From an optimization exercise on the open Yosys and OpenROAD flow, aimed at small area, a short achievable clock period and few clock cycles; shortcuts taken in it are not production practice. In this exercise RTL edits were held to simulation tests only and were not proved equivalent to the original. Power is estimated from default activity; no workload was simulated.

==> flow/design.v, too long to show whole: its modules and the start of the top module <==
// module accelerator: 1810 lines
// module day12_fa: 10 lines
// module day12_ha: 9 lines
// module day12_top: 27 lines
module day12_top #(
    parameter MAX_REGION_W = 64,
    parameter MAX_REGION_H = 64
) (
    input  wire clk,
    input  wire rst_n,
    input  wire in_valid,
    input  wire [31:0] in_data,
    output wire in_ready,
    output wire out_valid,
    output wire [31:0] out_data,
    input  wire out_ready
);
  // ...
==> flow/flow/run.sh <==
#!/bin/bash
# The standard layout (the standard.sh: standard synthesis, floorplan,
# placement, CTS, routing), with one change: the buffers that global
# placement puts on every input and output port are buf_2 cells instead of
# the cell buffer_ports picks by default.
set -euo pipefail
export BUFFER_PORTS_ARGS="-buffer_cell sky130_fd_sc_hd__buf_2"
bash standard.sh > standard.log 2>&1
==> flow/standard.sh <==
#!/bin/bash
# synth_recipe.tcl (not shown) runs the flow's synth.tcl, then flattens the netlist and writes it again
# the make line also repeats each setting of config.mk as NAME=value (left out here)
make -C /OpenROAD-flow-scripts/flow DESIGN_CONFIG=/design/flow/config.mk WORK_HOME=/design/flow/orfs CLKGATE_MAP_FILE= SYNTH_SCRIPT=/design/flow/synth_recipe.tcl "${@:-finish}"
==> flow/config.mk <==
export PLATFORM = sky130hd
export DESIGN_NAME = day12_top
export DESIGN_NICKNAME = day12_top
export VERILOG_FILES = /design/flow/design.v
export SDC_FILE = /design/flow/constraint.sdc
export NUM_CORES = 4
export LEC_CHECK = 0
export CAP_MARGIN = 20
export CORE_MARGIN = 2
export CORE_UTILIZATION = 60
export CTS_CLUSTER_DIAMETER = 80
export CTS_CLUSTER_SIZE = 24
export SLEW_MARGIN = 20
export SYNTH_HIERARCHICAL = 1
==> flow/constraint.sdc <==
create_clock -name core_clock -period 14.5 [get_ports {clk}]
set_input_delay 2.9000 -clock core_clock [delete_from_list [all_inputs] [get_ports {clk}]]
set_output_delay 2.9000 -clock core_clock [all_outputs]
set_load 0.01 [all_outputs]
==> results by group, run 1 <==
Layout
  – Design Area, Final: between 0.02 and 0.025 sq mm
  – Most common cell after layout, fill and taps aside: and2_1
  – Share of cells above drive strength 1: around 7.8%
  – Synth-to-Final Area Change: 6.31%
  – Nonclk buf count: 72
  – Non-clock buffer share: between 2 and 2.5%
  – # fillers: 2531
  – Multi-input gate area: 0.0122 sq mm

Pwr
  – P_comb: 0.0000729 W

STA
  – Final worst slack: between 10 and 15 ns
  – Setup TNS: 0 ns
  – Final hold viol count: 0
  – Endpoints failing setup: 0

Drt
  – # DRC: 0
  – Top Layer Used: met4
  – Met3 wire len: 2740 um

Setup path
  – Crit. End Element: register
  – Crit path max-delay family: adder cells
  – Crit. path cell count: 13

Logic synthesis
  – Adder-cell area share of the yosys netlist: 30.6%
  – Largest family of logic cells by synthesized area: adder cells
  – Cell taking the most area after synthesis: dfxtp_1
  – Async set-reset flop share out of synthesis: 0%

Status
  – Outcome: finished clean

Floorplan
  – Die Y: around 180 um

CTS
  – Root buffer cell: clkbuf_16
  – Htree depth: 1

Placement
  – DP Cell Count: between 2000 and 2500

Job
  – Max-Cap Viols: 0

Global route
  – Number of global-route vias before repair: 12600
Testbench counts, summed over its fixed seeds: cycles 41,785.
==> inputs of run 2 (changes only) <==
--- a/flow/design.v
+++ b/flow/design.v
@@ -1584,18 +1584,18 @@
     sm1_19 <= ms691;
     p_big <= big;
     if (!rst_n) begin
         p_wh <= 1'b0; p_q2 <= 1'b0; p_end <= 1'b0;
     end else begin
         p_wh <= r_wh; p_q2 <= r_q2; p_end <= r_end | late_end;
     end
 end
-reg  [19:0] acc;
-wire [19:0] sum_s, sum_c;
+reg  [20:0] acc;
+wire [20:0] sum_s, sum_c;
 wire bh1;
 wire bk2;
 wire bs3;
 wire bc4;
 wire bs5;
 wire bc6;
 wire bs7;
 wire bc8;
@@ -1706,16 +1706,18 @@
 wire bs113;
 wire bc114;
 wire bs115;
 wire bc116;
 wire bs117;
 wire bc118;
 wire bs119;
 wire bc120;
+wire bs121;
+wire bc122;
 day12_ha u_bh1 (.a(sg0_0), .b(sm0_0), .s(bh1), .co(bk2));
 day12_fa u_bs3 (.a(sg0_1), .b(sm0_1), .c(sg1_1), .s(bs3), .co(bc4));
 day12_fa u_bs5 (.a(sg0_2), .b(sm0_2), .c(sg1_2), .s(bs5), .co(bc6));
 day12_fa u_bs7 (.a(sg0_3), .b(sm0_3), .c(sg1_3), .s(bs7), .co(bc8));
 day12_fa u_bs9 (.a(sg0_4), .b(sm0_4), .c(sg1_4), .s(bs9), .co(bc10));
 day12_fa u_bs11 (.a(sg0_5), .b(sm0_5), .c(sg1_5), .s(bs11), .co(bc12));
 day12_fa u_bs13 (.a(sg0_6), .b(sm0_6), .c(sg1_6), .s(bs13), .co(bc14));
 day12_fa u_bs15 (.a(sg0_7), .b(sm0_7), .c(sg1_7), .s(bs15), .co(bc16));
@@ -1766,36 +1768,37 @@
 day12_fa u_bs105 (.a(bs25), .b(bc64), .c(bs65), .s(bs105), .co(bc106));
 day12_fa u_bs107 (.a(bs27), .b(bc66), .c(bs67), .s(bs107), .co(bc108));
 day12_fa u_bs109 (.a(bs29), .b(bc68), .c(bs69), .s(bs109), .co(bc110));
 day12_fa u_bs111 (.a(bs31), .b(bc70), .c(bs71), .s(bs111), .co(bc112));
 day12_fa u_bs113 (.a(bc32), .b(bs73), .c(bc72), .s(bs113), .co(bc114));
 day12_fa u_bs115 (.a(bs35), .b(bc74), .c(bs75), .s(bs115), .co(bc116));
 day12_fa u_bs117 (.a(bs37), .b(bc76), .c(bs77), .s(bs117), .co(bc118));
 day12_fa u_bs119 (.a(bs39), .b(bc78), .c(bs79), .s(bs119), .co(bc120));
-assign sum_s = {bc118, bc116, bc114, bc112, bc110, bc108, bc106, bc104, bc102, bc100, bc98, bc96, bc94, bc92, bc90, bc88, bc86, bc84, bk82, bh81};
-assign sum_c = {bs119, bs117, bs115, bs113, bs111, bs109, bs107, bs105, bs103, bs101, bs99, bs97, bs95, bs93, bs91, bs89, bs87, bs85, bs83, bh1};
-wire [19:0] sum = sum_s + sum_c;
-reg         satf;
-wire        fit = p_q2 & (satf | sum[19]);
+day12_fa u_bs121 (.a(acc[20]), .b(bc40), .c(bc80), .s(bs121), .co(bc122));
+assign sum_s = {bc120, bc118, bc116, bc114, bc112, bc110, bc108, bc106, bc104, bc102, bc100, bc98, bc96, bc94, bc92, bc90, bc88, bc86, bc84, bk82, bh81};
+assign sum_c = {bs121, bs119, bs117, bs115, bs113, bs111, bs109, bs107, bs105, bs103, bs101, bs99, bs97, bs95, bs93, bs91, bs89, bs87, bs85, bs83, bh1};
+wire [20:0] sum = sum_s + sum_c;
+reg         bigf;
+wire        fit = p_q2 & (bigf | sum[20]);
 reg         f_fit, f_end;
 reg inreg;
 always @(posedge clk) begin
     if (!rst_n || p_q2)
         inreg <= 1'b0;
     else if (p_wh)
         inreg <= 1'b1;
     if (!rst_n || p_q2 || !(inreg || p_wh))
-        acc <= 20'd0;
+        acc <= 21'd0;
     else if (p_wh)
         acc <= ~sum;
     else
         acc <= sum;
     if (p_wh)
-        satf <= p_big | sum[19];
+        bigf <= p_big;
     f_fit <= fit;
     if (r_v && phase == PH_HDR)
         count <= 16'd0;
     else
         count <= count + {15'd0, f_fit};
     if (!rst_n) begin
         ovalid <= 1'b0;
         f_end <= 1'b0;
==> flow/config.mk (replaced) <==
export PLATFORM = sky130hd
export DESIGN_NAME = day12_top
export DESIGN_NICKNAME = day12_top
export VERILOG_FILES = /design/flow/design.v
export SDC_FILE = /design/flow/constraint.sdc
export NUM_CORES = 4
export LEC_CHECK = 0
export CAP_MARGIN = 20
export CORE_MARGIN = 2
export CORE_UTILIZATION = 70
export CTS_CLUSTER_DIAMETER = 80
export CTS_CLUSTER_SIZE = 24
export SLEW_MARGIN = 20
export SYNTH_HIERARCHICAL = 1
==> run 2 against run 1 <==
Against the previous run: largest cell class unchanged; still clean on timing, DRC and antenna; largest power group unchanged; highest routed layer unchanged; synthesized cell count unchanged; sequential cell count increased by 1; via count increased by 2.2%.
==> results by group, run 2 <==
Pwr
  – Power Density: around 74 mW/mm^2
  – Leak pwr: 9.35 nW
  – Peak supply drop: 0.0000852 V

Drt
  – Pre-antenna DRT Iters: 5
  – Wire per inst: 22.3 um
  – # DRC: 0 (unchanged)
  – Routed Antenna Nets: 0
  – Starting DRT DRC Count: 1009
  – Detail-routed via count per cell: about 6.0
  – Routed WL: 46000 um
  – Routed vias: 12400

Floorplan
  – Die X: 169 um
  – I/O pin count: 70
  – Die Y: 169 um (-7.1%)
  – Initial core utilization: 70.8%
  – Cell Rows: 60
  – Die ar.: between 0.02 and 0.03 sq mm
  – Core area: 0.0268 sq mm

Setup path
  – Arrival @ worst endpoint: between 1 and 1.5 ns
  – Crit path max-delay family: flip-flops
  – CP max FO: 9
  – Crit start category: register
  – Crit. End Element: output port
  – R2R depth: 8
  – R2r startpoint: accel.r_data[20]$_DFF_P_
  – Worst path bufs/invs: 1
  – Reg-to-reg endpoint: accel.sg1_9$_DFF_P_
  – Reg2reg setup slack: around 11 ns
  – Worst EP required: 11.60 ns
  – Slowest CP cell: dfxtp_1
  – Critical Path Max Stage Delay: ~0.53 ns
  – Setup Crit Path Kind: register to output port
  – Cell chain of the critical path: buf_2

STA
  – Clk_skew: 0.0258 ns
  – Post-layout minimum cycle time: 4.14 ns
  – Fmax: approximately 0.24 GHz
  – RSZ-0062 raised after global routing: false
  – Max_slew headroom: 32.5%
  – Final hold viol count: 0 (unchanged)
  – Final worst slack: 10.36 ns (+0.181 ns)
  – Slew Limit Fails: 0
  – Setup TNS: 0 ns (unchanged)
  – Endpoints failing setup: 0 (unchanged)
  – Final worst path period share: 28.5%
  – Worst-Margin Slew: slightly above 1 ns

CTS
  – Clk Latency, worst-skew pair: 0.53 ns
  – Root buffer cell: clkbuf_16
  – Post-cts repair resize count: 0
  – Clk sink count: 298
  – Hold_buf cts: 0
  – Clk pin slew, worst setup/hold paths: around 0.10 ns
  – Max clock buf depth: 3
  – Htree depth: 1 (unchanged)
  – Total CTS buffers: 18
  – CTS tree: built
  – Post-CTS Setup Repair Bufs: 0

Layout
  – Most frequent cells in the layout: and2_1, dfxtp_1, fa_1, nor2_1, nor2b_1
  – Regs by FF count: accel.cells: 64 flops, accel.r_a: 32 flops, accel.r_data: 32 flops
  – Share of cells above drive strength 1: 8.60% (+0.85 points)
  – Synth-to-Final Area Change: 5.39%
  – Design Area, Final: 0.0200 sq mm (-0.52%)
  – Nets: between 2000 and 2500
  – Most common cell after layout, fill and taps aside: and2_1
  – Ant diodes: 0
  – Fin util: 74.6%
  – Largest register FFs: 64
  – Most flops, register: accel.cells

Logic synthesis
  – Share of the synthesized area in the top cell type: between 20% and 30%
  – Post-synth top cells: and2_1, dfxtp_1, fa_1
  – Yosys cell types: 63
  – Syn avg cell area: 11.2 sq um
  – Post-synth EDFFs: 31
  – Post-synthesis cell count: 1700
  – Cell area after synthesis: 0.0190 sq mm
  – Top_reg_cell synth: dfxtp_1
  – Top-count cell post-synth: and2_1
  – Sequential share of the synthesized area: roughly 33%
  – Synth Register Bits: a little under 300
  – Cell taking the most area after synthesis: dfxtp_1
  – Largest cells by area after synthesis: dfxtp_1, fa_1, and2_1
  – Async set-reset flop share out of synthesis: 0% (unchanged)
  – Synth warn: 7

Global route
  – Global-route wire length before repair: 73400 um
  – Largest net degree at the start of global routing: 77
  – GRT Util Overall: 33.7%
  – Number of global-route vias before repair: 13200 (+4.3%)
  – Gr ovfl total: 0
  – Initial antenna violation count: 0

Placement
  – Final RePlAce weighted congestion: roughly 0.89
  – Dpl ws: 10.01 ns
  – DP HPWL: 34400 um
  – IO Port Bufs: 53
  – Area after DPL: 0.0194 sq mm

Status
  – Outcome: finished clean

Job
  – Max-Cap Viols: 0 (unchanged)

Min path
  – Worst Hold Class: register to register
  – Worst hold path depth: 0
  – Worst hold start: accel.p_big$_DFF_P_
  – Hold endpoint: accel.bigf$_DFFE_PP_
## run 2: cell count changes in the layout (fill, tap and decap cells not counted), moves of 8 or more
cell	delta
a21oi_1	-29
a22oi_1	+24
mux2_2	+24
mux2i_1	-23
nor2_1	-10
or3_1	+8
## run 2: power breakdown
part	switching (W)	internal (W)	total, W
registers	0.0000244	0.000844	0.000868
logic	0.0000424	0.0000276	0.0000701
clock network	0.000294	0.000256	0.000550
## run 2: cells by family after synthesis
kind of cell,Yosys count,synth area share [%]
mux,105,5.80
fa+ha+maj,314,30.6
simple gates,639,18.9
other cells,1,0.0198
compound gates,145,5.08
xor+xnor,77,3.63
flops,298,33.1
buf+inv,121,2.86
## run 2: how the worst max path moves through the flow
stage	start	end	depth (start not counted)
2_1_floorplan	accel.r_data[20]$_DFF_P_	accel.sg1_9$_DFF_P_	10
3_3_place_gp	rst_n	accel.acc[19]$_SDFF_PP0_	6
3_5_place_dp	rst_n	accel.acc[19]$_SDFF_PP0_	6
4_1_cts	accel.count[2]$_SDFF_PP0_	out_data[2]	1
5_1_grt	accel.phase[0]$_SDFF_PN0_	accel.nrdy$_SDFF_PN0_	11
6_report	accel.count[2]$_SDFF_PP0_	out_data[2]	1
## run 2: per-module statistics from Yosys, one instance, submodules excluded, excerpt
module    copies in the design  flops+latches  cell area, sq um  cells
day12_ha                    24              0              12.5      1
day12_fa                   250              0              20.0      1
## run 2: final cells by class
| type | count | area (sq um) |
|---|---|---|
| fillers | 1866 | 6800 |
| clock buffers | 23 | 500 |
| multi-input cells | 1296 | 12200 |
| inverters | 26 | 97.6 |
| repair buffers | 71 | 400 |
| flip-flops and latches | 298 | 6280 |
| clock inverters | 7 | 77.6 |
| well taps | 341 | 427 |
## run 2: through the flow
step / power (W) / hold slack, ns / cells
floorplan: 0.000925 / 0.386 / 1715
global placement: 0.000954 / 0.416 / 2032
detailed placement: 0.000955 / 0.423 / 2032
CTS: 0.00149 / 0.419 / 2062
global route: 0.00153 / 0.422 / 2062
finish: 0.00149 / 0.417 / 2062
## run 2: routing by layer
metal / vias to the layer above / wire length [um] / track usage [%]
li1: 5573 / - / -
met1: 6342 / 19900 / 46.8
met2: 454 / 22100 / 56.1
met3: 80 / 2800 / 4.47
met4: 0 / 1270 / 10.0
met5: - / 0 / 0
## run 2: worst reg2reg max path: stages, from the launching register on
cell and delay [ns]:
dfxtp_1 0.70, and2_1 0.24, ha_1 0.26, fa_1 0.57, fa_1 0.43, fa_1 0.40
fa_1 0.51, fa_1 0.47, mux2_2 0.29
Testbench counts of run 2, summed over its fixed seeds: cycles 41,785.
==> inputs of run 3 (changes only) <==
--- a/flow/config.mk
+++ b/flow/config.mk
@@ -5,9 +5,10 @@
 export SDC_FILE = /design/flow/constraint.sdc
 export NUM_CORES = 4
 export LEC_CHECK = 0
+export ABC_AREA = 1
 export CAP_MARGIN = 20
 export CORE_MARGIN = 2
-export CORE_UTILIZATION = 70
+export CORE_UTILIZATION = 60
 export CTS_CLUSTER_DIAMETER = 80
 export CTS_CLUSTER_SIZE = 24
 export SLEW_MARGIN = 20
==> run 3 against run 2 <==
Against the previous run: clock skew shrank 0.0011 ns; utilization decreased by 11 points; global-route usage shrank 2.1 points; die area grew 19%; still clean on timing, DRC and antenna; synthesized cell count up 33%; total power up 15%; final cell count is 28% higher; sequential power grew 4.6%; critical path type is now input pin to register; area after synthesis rose by 2.0%; count of clock-buffer cells in the layout shrank 1; worst hold slack worse by 0.0046 ns; non-clock buffer count is 7 lower.
==> results by group, run 3 <==
Logic synthesis
  – Mux cell area share after synthesis: 0% (-5.8 points)
  – Yosys cell types: 47 (-25%)
  – Top_reg_cell synth: dfxtp_1
  – Synth Register Bits: 298 (unchanged)
  – Syn avg cell area: 8.58 sq um (-23%)
  – Sequential share of the synthesized area: 32.4% (-0.66 points)
  – Post-synth top cells: nand2_1, inv_1, dfxtp_1
  – Cell taking the most area after synthesis: dfxtp_1
  – Async set-reset flop share out of synthesis: 0% (unchanged)
  – Post-synthesis cell count: 2258 (+33%)
  – Simple-Gate Fraction of Synth Area: 17.4% (-1.5 points)
  – Share of the synthesized area in the top cell type: 27.6% (-0.56 points)
  – Top-count cell post-synth: nand2_1
  – Compound-Gate Fraction of Synth Area: 7.62% (+2.5 points)
  – Largest family of logic cells by synthesized area: adder cells
  – Adder-cell area share of the yosys netlist: 30.0% (-0.61 points)
  – Post-synth EDFFs: 31 (unchanged)
  – Cell area after synthesis: 0.0194 sq mm (+2.0%)
  – XOR/XNOR Fraction of Synth Area: 1.76% (-1.9 points)
  – Largest cells by area after synthesis: dfxtp_1, fa_1, nand2_1
  – Synth warn: 7 (unchanged)

CTS
  – Clk pin slew, worst setup/hold paths: 0.10 ns (about the same)
  – Root buffer cell: clkbuf_16
  – Max clock buf depth: 3 (unchanged)
  – CTS tree: built
  – Post-cts repair resize count: 0 (unchanged)
  – Htree depth: 1 (unchanged)
  – Total CTS buffers: 18 (unchanged)
  – Hold_buf cts: 0 (unchanged)
  – Post-CTS Setup Repair Bufs: 0 (unchanged)
  – Clk sink count: 298 (unchanged)
  – Clk Latency, worst-skew pair: 0.52 ns (about the same)

STA
  – Worst-Margin Slew: 1.02 ns (+0.0134 ns)
  – Max_slew headroom: 31.7% (-0.81 points)
  – Slew Limit Fails: 0 (unchanged)
  – Fmax: 0.227 GHz (-6.0%)
  – Final worst path period share: 30.4% (+1.8 points)
  – Hold_ws: 0.412 ns (-0.00462 ns)
  – Endpoints failing setup: 0 (unchanged)
  – Final hold viol count: 0 (unchanged)
  – RSZ-0062 raised after global routing: false
  – Setup TNS: 0 ns (unchanged)
  – Post-layout minimum cycle time: 4.40 ns (+0.265 ns)
  – Clk_skew: 0.0247 ns (-0.00112 ns)

Job
  – Max-Cap Viols: 0 (unchanged)

Global route
  – Number of global-route vias before repair: 14800 (+12%)
  – Global-route wire length before repair: 80700 um (+10%)
  – GRT Util Overall: 31.6% (-2.1 points)
  – Gr ovfl total: 0 (unchanged)
  – Initial antenna violation count: 1 (+1)
  – Largest net degree at the start of global routing: 91 (+18%)

Floorplan
  – Cell Rows: 65 (+8.3%)
  – Die Y: 184 um (+8.9%)
  – Die ar.: 0.0337 sq mm (+19%)
  – I/O pin count: 70 (unchanged)
  – Die X: 184 um (+8.9%)
  – Core area: 0.0316 sq mm (+18%)
  – Initial core utilization: 61.2% (-9.6 points)

Pwr
  – Power Density: 84.2 mW/mm^2 (+13%)
  – Leak pwr: 11.7 nW (+25%)
  – Peak supply drop: 0.0000906 V (+6.4%)

Setup path
  – Worst EP required: 14.96 ns (+3.36 ns)
  – Crit. Startpoint: rst_n
  – Crit. End Element: register
  – R2r startpoint: accel.r_data[20]$_DFF_P_
  – CP max FO: 70 (+61)
  – Crit start category: input pin
  – Arrival @ worst endpoint: 4.86 ns (+3.62 ns)
  – Setup Crit Path Kind: input pin to register

Placement
  – Final RePlAce weighted congestion: 0.887 (-0.72%)
  – DP HPWL: 37900 um (+10%)
  – DP Cell Count: 2606 (+28%)
  – IO Port Bufs: 53 (unchanged)

Layout
  – Storage cell area: 0.00628 sq mm (about the same)
  – Finished Layout Cells: 2637 (+28%)
  – # fillers: 2702 (+45%)
  – Regs by FF count: accel.cells: 64 flops, accel.r_a: 32 flops, accel.r_data: 32 flops
  – Share of cells above drive strength 1: 5.41% (-3.2 points)
  – Nets: 2574 (+25%)
  – Most flops, register: accel.cells
  – Most common cell after layout, fill and taps aside: nand2_1
  – Ant diodes: 0 (unchanged)
  – Most frequent cells in the layout: nand2_1, inv_1, dfxtp_1, fa_1
  – Synth-to-Final Area Change: 4.66%
  – Largest register FFs: 64 (unchanged)
  – Multi-input gate area: 0.0111 sq mm (-9.4%)

Min path
  – Worst Hold Class: register to register
  – Worst hold start: accel.p_big$_DFF_P_

Drt
  – Wire per inst: 19.3 um (-13%)
  – Starting DRT DRC Count: 1117 (+11%)
  – # DRC: 0 (unchanged)
  – Routed Antenna Nets: 0 (unchanged)
  – Detail-routed via count per cell: 5.48 (-9.2%)
  – Routed WL: 51000 um (+11%)
  – Routed vias: 14500 (+16%)
  – Pre-antenna DRT Iters: 7 (+2)

Status
  – Outcome: finished clean
run 3: cell types whose count changed after synthesis, sizes merged, moves of 30 or more:
| cell | before | now |
|---|---|---|
| nor2b | 85 | 0 |
| a22oi | 34 | 3 |
| o21ai | 39 | 115 |
| mux2 | 40 | 0 |
| mux2i | 65 | 0 |
| a21oi | 26 | 131 |
| nand2 | 49 | 440 |
| xnor2 | 47 | 17 |
| inv | 25 | 387 |
| nand3 | 27 | 152 |
| and2 | 289 | 0 |
| nor2 | 107 | 164 |
run 3: area by class of cell:
| class | instances | area share [%] |
|---|---|---|
| tap | 402 | 2.48 |
| clock inverter | 9 | 0.512 |
| multi-input combinational | 1450 | 54.7 |
| timing repair buffer | 64 | 1.72 |
| clock buffer | 22 | 2.40 |
| sequential | 298 | 31.0 |
| inverter | 392 | 7.26 |
run 3: worst max-delay path: stages:
cell,delay [ns]
buf_2,0.07
buf_4,0.49
inv_1,0.36
nor3_1,0.26
buf_4,0.24
inv_1,0.20
a21oi_1,0.17
o21a_1,0.13
run 3: kinds of logic (layout without fill, tap and decap cells):
kind of cell	count (synthesis)	in the layout
xor+xnor	39	39
fa+ha+maj	314	314
flops	298	298
buf+inv	525	487
compound gates	277	277
other cells	1	16
simple gates	804	804
run 3: worst paths after layout:
kind	endpoint	slack (ns)	cells past startpoint
worst max-delay path	accel.acc[19]$_SDFF_PP0_	10.10	8
worst min-delay path	accel.bigf$_DFFE_PP_	0.41	0
worst max register to register	accel.sg1_10$_DFF_P_	10.34	10
worst min register to register	accel.bigf$_DFFE_PP_	0.41	0
run 3: routing by layer:
| layer | up-vias | track usage (%) | share of wire, % |
|---|---|---|---|
| met4 | 0 | 9.60 | 2.9 |
| met1 | 7011 | 44.2 | 44 |
| met5 | - | 0 | 0 |
| met3 | 99 | 5.67 | 7.9 |
| met2 | 537 | 50.5 | 45 |
| li1 | 6804 | - | - |
run 3: Yosys stat by module, one instance, submodules excluded, a selection:
module    flip-flops and latches  copies in the design
day12_ha                       0                    24
day12_fa                       0                   250
run 3: power breakdown:
part	internal [W]	switching [W]	total [W]
clock network	0.000268	0.000296	0.000564
logic	0.0000748	0.000161	0.000236
registers	0.000862	0.0000453	0.000908
run 3: metrics by stage:
step	area, sq um	utilization (%)	power (W)	setup WS (ns)
final	20300	64.1	0.00171	10.10
after global routing	20300	64.1	0.00178	9.97
after floorplan	19400	-	0.00107	10.73
after global placement	19700	62.2	0.00115	9.60
after detailed placement	19700	62.2	0.00116	9.58
after CTS	20300	64.1	0.00171	10.12
==> inputs of run 4 (changes only) <==
--- a/flow/config.mk
+++ b/flow/config.mk
@@ -5,7 +5,6 @@
 export SDC_FILE = /design/flow/constraint.sdc
 export NUM_CORES = 4
 export LEC_CHECK = 0
-export ABC_AREA = 1
 export CAP_MARGIN = 20
 export CORE_MARGIN = 2
 export CORE_UTILIZATION = 60
==> run 4 against run 3 <==
Against the previous run: die area fell by 2.0%; sequential power fell by 4.3%; final cell count fell by 19%; first-iteration DRC count fell by 36%; register-to-register slack improved by 0.16 ns; worst setup slack improved by 0.26 ns; sequential share of layout area rose by 0.13 points; sequential cell count did not move; wire length fell by 4.9%; clock skew fell by 0.0027 ns; count of clock-buffer cells in the layout rose by 3; final area fell by 0.43%; critical path type is now register to output port; largest power group unchanged; highest routed layer unchanged.
==> results by group, run 4 <==
Floorplan
  – Core area: 0.0313 sq mm (-1.0%)
  – I/O pin count: 70 (unchanged)
  – Die Y: 182 um (-0.98%)
  – Die X: 182 um (-0.98%)
  – Die ar.: 0.0331 sq mm (-2.0%)
  – Cell Rows: 65 (unchanged)
  – Initial core utilization: 60.6% (-0.60 points)

Layout
  – Ant diodes: 0 (unchanged)
  – Design Area, Final: 0.0202 sq mm (-0.43%)
  – Most flops, register: accel.cells
  – Most common cell after layout, fill and taps aside: and2_1
  – Synth-to-Final Area Change: 6.34%
  – Nets: 2065 (-20%)
  – Most frequent cells in the layout: and2_1, dfxtp_1, fa_1, nor2_1, nor2b_1
  – # fillers: 2509 (-7.1%)
  – Regs by FF count: accel.cells: 64 flops, accel.r_a: 32 flops, accel.r_data: 32 flops
  – Fin util: 64.5% (+0.39 points)
  – Largest register FFs: 64 (unchanged)
  – Share of cells above drive strength 1: 8.91% (+3.5 points)

CTS
  – Clk Latency, worst-skew pair: 0.55 ns (+0.03 ns)
  – Clk pin slew, worst setup/hold paths: 0.09 ns (about the same)
  – Post-cts repair resize count: 0 (unchanged)
  – Max clock buf depth: 3 (unchanged)
  – Post-CTS Setup Repair Bufs: 0 (unchanged)
  – Htree depth: 1 (unchanged)
  – Hold_buf cts: 0 (unchanged)
  – CTS tree: built
  – Clk sink count: 298 (unchanged)
  – Root buffer cell: clkbuf_16
  – Total CTS buffers: 20 (+2)

Global route
  – Number of global-route vias before repair: 13200 (-10%)
  – GRT Util Overall: 30.4% (-1.2 points)
  – Largest net degree at the start of global routing: 77 (-15%)
  – Initial antenna violation count: 4 (+3)
  – Gr ovfl total: 0 (unchanged)
  – Global-route wire length before repair: 75700 um (-6.2%)

Setup path
  – Crit start category: register
  – Reg2reg setup slack: 10.50 ns (+0.16 ns)
  – Arrival @ worst endpoint: 1.24 ns (-3.62 ns)
  – Reg-to-reg endpoint: accel.sg1_9$_DFF_P_
  – Setup Crit Path Kind: register to output port
  – Crit. End Element: output port
  – Worst path bufs/invs: 1 (-4)
  – Cell chain of the critical path: buf_2
  – R2r startpoint: accel.r_data[23]$_DFF_P_
  – Crit path max-delay family: flip-flops
  – R2R depth: 9 (-1)
  – Critical Path Max Stage Delay: 0.52 ns (+0.03 ns)
  – Worst EP required: 11.60 ns (-3.36 ns)
  – Slowest CP cell: dfxtp_1
  – CP max FO: 9 (-87%)

Min path
  – Hold endpoint: accel.f_end$_SDFF_PN0_
  – Worst hold start: accel.p_end$_SDFF_PN0_
  – Worst Hold Class: register to register
  – Worst hold path depth: 1 (+1)

STA
  – Worst-Margin Slew: 1.10 ns (+0.0781 ns)
  – Setup TNS: 0 ns (unchanged)
  – Post-layout minimum cycle time: 4.14 ns (-0.264 ns)
  – Max_slew headroom: 26.4% (-5.3 points)
  – Clk_skew: 0.0220 ns (-0.00268 ns)
  – RSZ-0062 raised after global routing: false
  – Slew Limit Fails: 0 (unchanged)
  – Hold_ws: 0.443 ns (+0.0300 ns)
  – Final hold viol count: 0 (unchanged)
  – Endpoints failing setup: 0 (unchanged)
  – Final worst path period share: 28.6% (-1.8 points)
  – Fmax: 0.242 GHz (+6.4%)

Drt
  – Met3 wire len: 2740 um (-32%)
  – Starting DRT DRC Count: 710 (-36%)
  – M1 WL: 20300 um (-9.0%)
  – Routed vias: 12200 (-16%)
  – Top Layer Used: met4
  – Detail-routed via count per cell: 5.73 (+4.6%)
  – Met2 routed WL: 23400 um (+1.3%)
  – Routed Antenna Nets: 0 (unchanged)
  – # DRC: 0 (unchanged)
  – Wire per inst: 22.8 um (+18%)
  – Pre-antenna DRT Iters: 5 (-2)
  – Routed WL: 48500 um (-4.9%)

Logic synthesis
  – Simple-Gate Fraction of Synth Area: 18.9% (+1.5 points)
  – Adder-cell area share of the yosys netlist: 30.6% (+0.61 points)
  – Compound-Gate Fraction of Synth Area: 5.08% (-2.5 points)
  – Cell area after synthesis: 0.0190 sq mm (-2.0%)
  – Mux cell area share after synthesis: 5.80% (+5.8 points)
  – Post-synthesis cell count: 1700 (-25%)
  – Syn avg cell area: 11.2 sq um (+30%)
  – Synth Register Bits: 298 (unchanged)
  – Yosys cell types: 63 (+34%)
  – Post-synth top cells: and2_1, dfxtp_1, fa_1
  – Share of the synthesized area in the top cell type: 28.2% (+0.56 points)
  – Largest family of logic cells by synthesized area: adder cells
  – Largest cells by area after synthesis: dfxtp_1, fa_1, and2_1
  – Post-synth EDFFs: 31 (unchanged)
  – Async set-reset flop share out of synthesis: 0% (unchanged)
  – Synth warn: 7 (unchanged)
  – Cell taking the most area after synthesis: dfxtp_1
  – Top_reg_cell synth: dfxtp_1
  – XOR/XNOR Fraction of Synth Area: 3.63% (+1.9 points)
  – Sequential share of the synthesized area: 33.1% (+0.66 points)
  – Top-count cell post-synth: and2_1

Job
  – Max-Cap Viols: 0 (unchanged)

Pwr
  – Internal power: 0.00115 W (-4.7%)
  – Clock power share: 39.2% (+6.2 points)
  – Switching pwr: 0.000403 W (-20%)
  – Power Density: 76.9 mW/mm^2 (-8.8%)
  – Gate power share: 4.7% (-9.1 points)
  – Peak supply drop: 0.000111 V (+22%)
  – Leak pwr: 9.40 nW (-19%)
  – Reg power frac: 56.0% (+2.8 points)
  – Switching share of power: 26.0% (-3.5 points)

Placement
  – Area after DPL: 0.0195 sq mm (-0.83%)
  – Final RePlAce weighted congestion: 0.878 (-0.97%)
  – DP HPWL: 36100 um (-4.7%)
  – IO Port Bufs: 53 (unchanged)

Status
  – Outcome: finished clean
[run 4: cell types whose count changed in the layout (fill, tap and decap cells not counted), sizes merged, moves of 76 or more]
| cell | before | now |
|---|---|---|
| nand2 | 440 | 49 |
| inv | 391 | 32 |
| and2 | 0 | 289 |
| nand3 | 152 | 27 |
| a21oi | 131 | 26 |
| nor2b | 0 | 85 |
| o21ai | 115 | 39 |
[run 4: worst max path at each step]
stage | from | to | slack [ns] | cells after the start
final | accel.count[2]$_SDFF_PP0_ | out_data[2] | 10.36 | 1
after global routing | accel.count[2]$_SDFF_PP0_ | out_data[2] | 10.29 | 1
after CTS | accel.count[2]$_SDFF_PP0_ | out_data[2] | 10.34 | 1
after detailed placement | rst_n | accel.acc[19]$_SDFF_PP0_ | 10.0 | 5
after global placement | rst_n | accel.acc[19]$_SDFF_PP0_ | 10.11 | 5
after floorplan | accel.r_data[20]$_DFF_P_ | accel.sg1_9$_DFF_P_ | 10.66 | 10
[run 4: Yosys stat by module (local to each module, per instance), excerpt]
module	copies in the design	cells	flops+latches	area (sq um)
day12_fa	250	1	0	20.0
day12_ha	24	1	0	12.5
[run 4: routing by layer]
layer | vias up | GRT usage, %
li1 | 5575 | -
met1 | 6143 | 39.2
met2 | 390 | 52.0
met3 | 103 | 4.69
met4 | 0 | 11.5
met5 | - | 0
[run 4: cell families after synthesis]
kind of cell	after synthesis
simple gates	639
fa+ha+maj	314
flops	298
compound gates	145
buf+inv	121
mux	105
xor+xnor	77
other cells	1
[run 4: cell type report]
type	count	area (sq um)	share of cell area (%)
multi-input cells	1296	12200	60.6
flip-flops and latches	298	6280	31.1
clock buffers	25	519	2.57
well taps	402	503	2.49
repair buffers	73	415	2.06
clock inverters	11	148	0.732
inverters	26	97.6	0.484
[run 4: power by group through the flow]
| stage | clock, W | combinational, W | sequential [W] |
|---|---|---|---|
| after CTS | 0.000621 | 0.0000729 | 0.000868 |
| after global placement | 0 | 0.0000720 | 0.000887 |
| after global routing | 0.000650 | 0.0000798 | 0.000870 |
| after floorplan | 0 | 0.0000544 | 0.000870 |
| final | 0.000609 | 0.0000735 | 0.000869 |
| after detailed placement | 0 | 0.0000725 | 0.000887 |
[run 4: per-stage QoR]
stage                     power (W)  worst slack (ns)  instances
after global routing        0.00160             10.29       2131
after global placement     0.000959             10.11       2095
after floorplan            0.000925             10.66       1715
after detailed placement   0.000960              10.0       2095
after CTS                   0.00156             10.34       2131
final                       0.00155             10.36       2131

## afterwards: timing with drivers on the ports
No port has a modelled driver above. Below, the same layouts with a new extraction and two added sets of constraints.
Step 1 sets driving cells, clkbuf_16 on the clock port and buf_2 on the other inputs (assumed; they add their load-dependent delay and slew).
Step 2 moves the port delays by t, midway between the first and last clock arrival at a register: inputs arrive t later, outputs are due t later. That takes back most of the time a late clock gives input paths.
a / b / c = ideal ports / drivers / drivers and shift; a / b = the first two.
| run | t, ns | slack for setup (ns) | worst setup path after step 2 |
|---|---|---|---|
| run 1 | 0.560 | 10.181 / 10.181 / 10.181 | register to register |
| run 2 | 0.572 | 10.362 / 10.306 / 10.001 | input to register |
| run 3 | 0.560 | 10.096 / 10.132 / 9.572 | input to register |
| run 4 | 0.588 | 10.360 / 10.307 / 9.976 | input to register |
After both steps setup and hold are still met in every run listed. For run 3, which loses most, drivers alone change the setup slack by +0.036 ns; drivers and shift together by -0.524 ns.
